Context: an optimization exercise on an open-source flow, tuned for small area. The choices shown serve that exercise and are no tape-out recipe. The RTL was checked by simulation tests, not by an equivalence proof against the original design. No activity file was given, so power comes from the tool's default toggle rates.

Design top, start of the top module:
module top(
        input CLK,
        input rst,
        input c1,
        input c2,
        input c3,
        input init,
        output Bounce_Remover_outc1,
        output Bounce_Remover_outc2,
        output Bounce_Remover_outc3,
        output mixer_out1,
        output mixer_out2,
        output mixer_out3,
        output so1,
        output so2,
        output so3,
        output dfil_new_out1,
        output dfil_new_out2,
        output dfil_new_out3,
        output UARTTX
    );
clock: 110.0 ns
lec_check: 0
cap_margin: 20
core_margin: 2
core_utilization: 50
cts_buf_list: sky130_fd_sc_hd__clkbuf_8
cts_cluster_diameter: 80
cts_cluster_size: 16
place_density: 0.6
slew_margin: 20
run.sh (not shown) runs the stock make flow with config.mk's settings and CLKGATE_MAP_FILE= SYNTH_SCRIPT=/design/flow/synth_recipe.tcl, a recipe that flattens the netlist after the stock synthesis.
==> next run, changes <==
==> flow/flow/run.sh (new file) <==
#!/bin/bash
# Layout flow: the standard flow (standard.sh, unchanged synthesis and
# steps) with one change to clock tree synthesis: small clkbuf_4 leaf buffers
# for clusters of at most 9 flip-flops, and no dummy loads. The full output
# of the flow goes to standard.log in the work folder.
set -euo pipefail
export CTS_ARGS="-sink_clustering_enable -repair_clock_nets -sink_clustering_size 9 -sink_clustering_max_diameter 60 -buf_list sky130_fd_sc_hd__clkbuf_4 -dont_use_dummy_load"
bash standard.sh > standard.log 2>&1
==> flow/standard.sh (new file) <==
#!/bin/bash
# synth_recipe.tcl (not shown) runs the flow's synth.tcl, then flattens the netlist and writes it again
# the make line also repeats each setting of config.mk as NAME=value (left out here)
make -C /OpenROAD-flow-scripts/flow DESIGN_CONFIG=/design/flow/config.mk WORK_HOME=/design/flow/orfs CLKGATE_MAP_FILE= SYNTH_SCRIPT=/design/flow/synth_recipe.tcl "${@:-finish}"
--- a/flow/config.mk
+++ b/flow/config.mk
@@ -10,5 +10,2 @@
 export CORE_UTILIZATION = 50
-export CTS_BUF_LIST = sky130_fd_sc_hd__clkbuf_8
-export CTS_CLUSTER_DIAMETER = 80
-export CTS_CLUSTER_SIZE = 16
 export PLACE_DENSITY = 0.6
removed: flow/run.sh
=> Clock-buffer cell count goes up by 179; final area goes down by 0.69%; via count rose by 2.0%; core utilization decreases by 0.37 points.

Setup of v6:
top, a different RTL version from the one above (not shown whole).
For scale: about 8300 cells after synthesis, roughly 3900 flip-flops, about 19 I/O pins, roughly 110000 sq um of cells after synthesis.
make LEC_CHECK=0 CAP_MARGIN=20 CORE_MARGIN=2 CORE_UTILIZATION=50 CTS_BUF_LIST=sky130_fd_sc_hd__clkbuf_8 CTS_CLUSTER_DIAMETER=80 CTS_CLUSTER_SIZE=16 PLACE_DENSITY=0.6 SLEW_MARGIN=20 finish   # period 110.0 ns
Stock flow here: none of the scripts above is used.
Inputs modified between v6 and v7:
Settings: CTS_BUF_LIST no longer set, was sky130_fd_sc_hd__clkbuf_8; CTS_CLUSTER_DIAMETER no longer set, was 80; CTS_CLUSTER_SIZE no longer set, was 16.
==> flow/flow/run.sh (new file) <==
#!/bin/bash
# Layout flow: the standard flow (standard.sh: the standard synthesis and
# ORFS steps) with one change to clock tree synthesis: small clkbuf_4 leaf
# buffers for clusters of at most 9 flip-flops, and no dummy loads.
# The full output of the flow goes to standard.log in the work folder.
set -euo pipefail
export CTS_ARGS="-sink_clustering_enable -repair_clock_nets -sink_clustering_size 9 -sink_clustering_max_diameter 60 -buf_list sky130_fd_sc_hd__clkbuf_4 -dont_use_dummy_load"
bash standard.sh > standard.log 2>&1
==> flow/standard.sh (new file) <==
#!/bin/bash
# synth_recipe.tcl (not shown) runs the flow's synth.tcl, then flattens the netlist and writes it again
# the make line also repeats each setting of config.mk as NAME=value (left out here)
make -C /OpenROAD-flow-scripts/flow DESIGN_CONFIG=/design/flow/config.mk WORK_HOME=/design/flow/orfs CLKGATE_MAP_FILE= SYNTH_SCRIPT=/design/flow/synth_recipe.tcl "${@:-finish}"
removed: flow/run.sh
==> run summary <==
In terms of part of the power in combinational logic, v6 and v7 differ only marginally. v7 — signal arrival time at the worst endpoint 0.28 ns higher, v6 as reference. In the tables for v6 and v7, signed area change from the synthesized netlist to the final layout reads lower with v7. On routed length on met1, v6 and v7 are basically level. Looking at design area, v7 sits about 0.6% below v6. Reported for v6 and v7, worst hold path stage count turned out identical to the last digit.
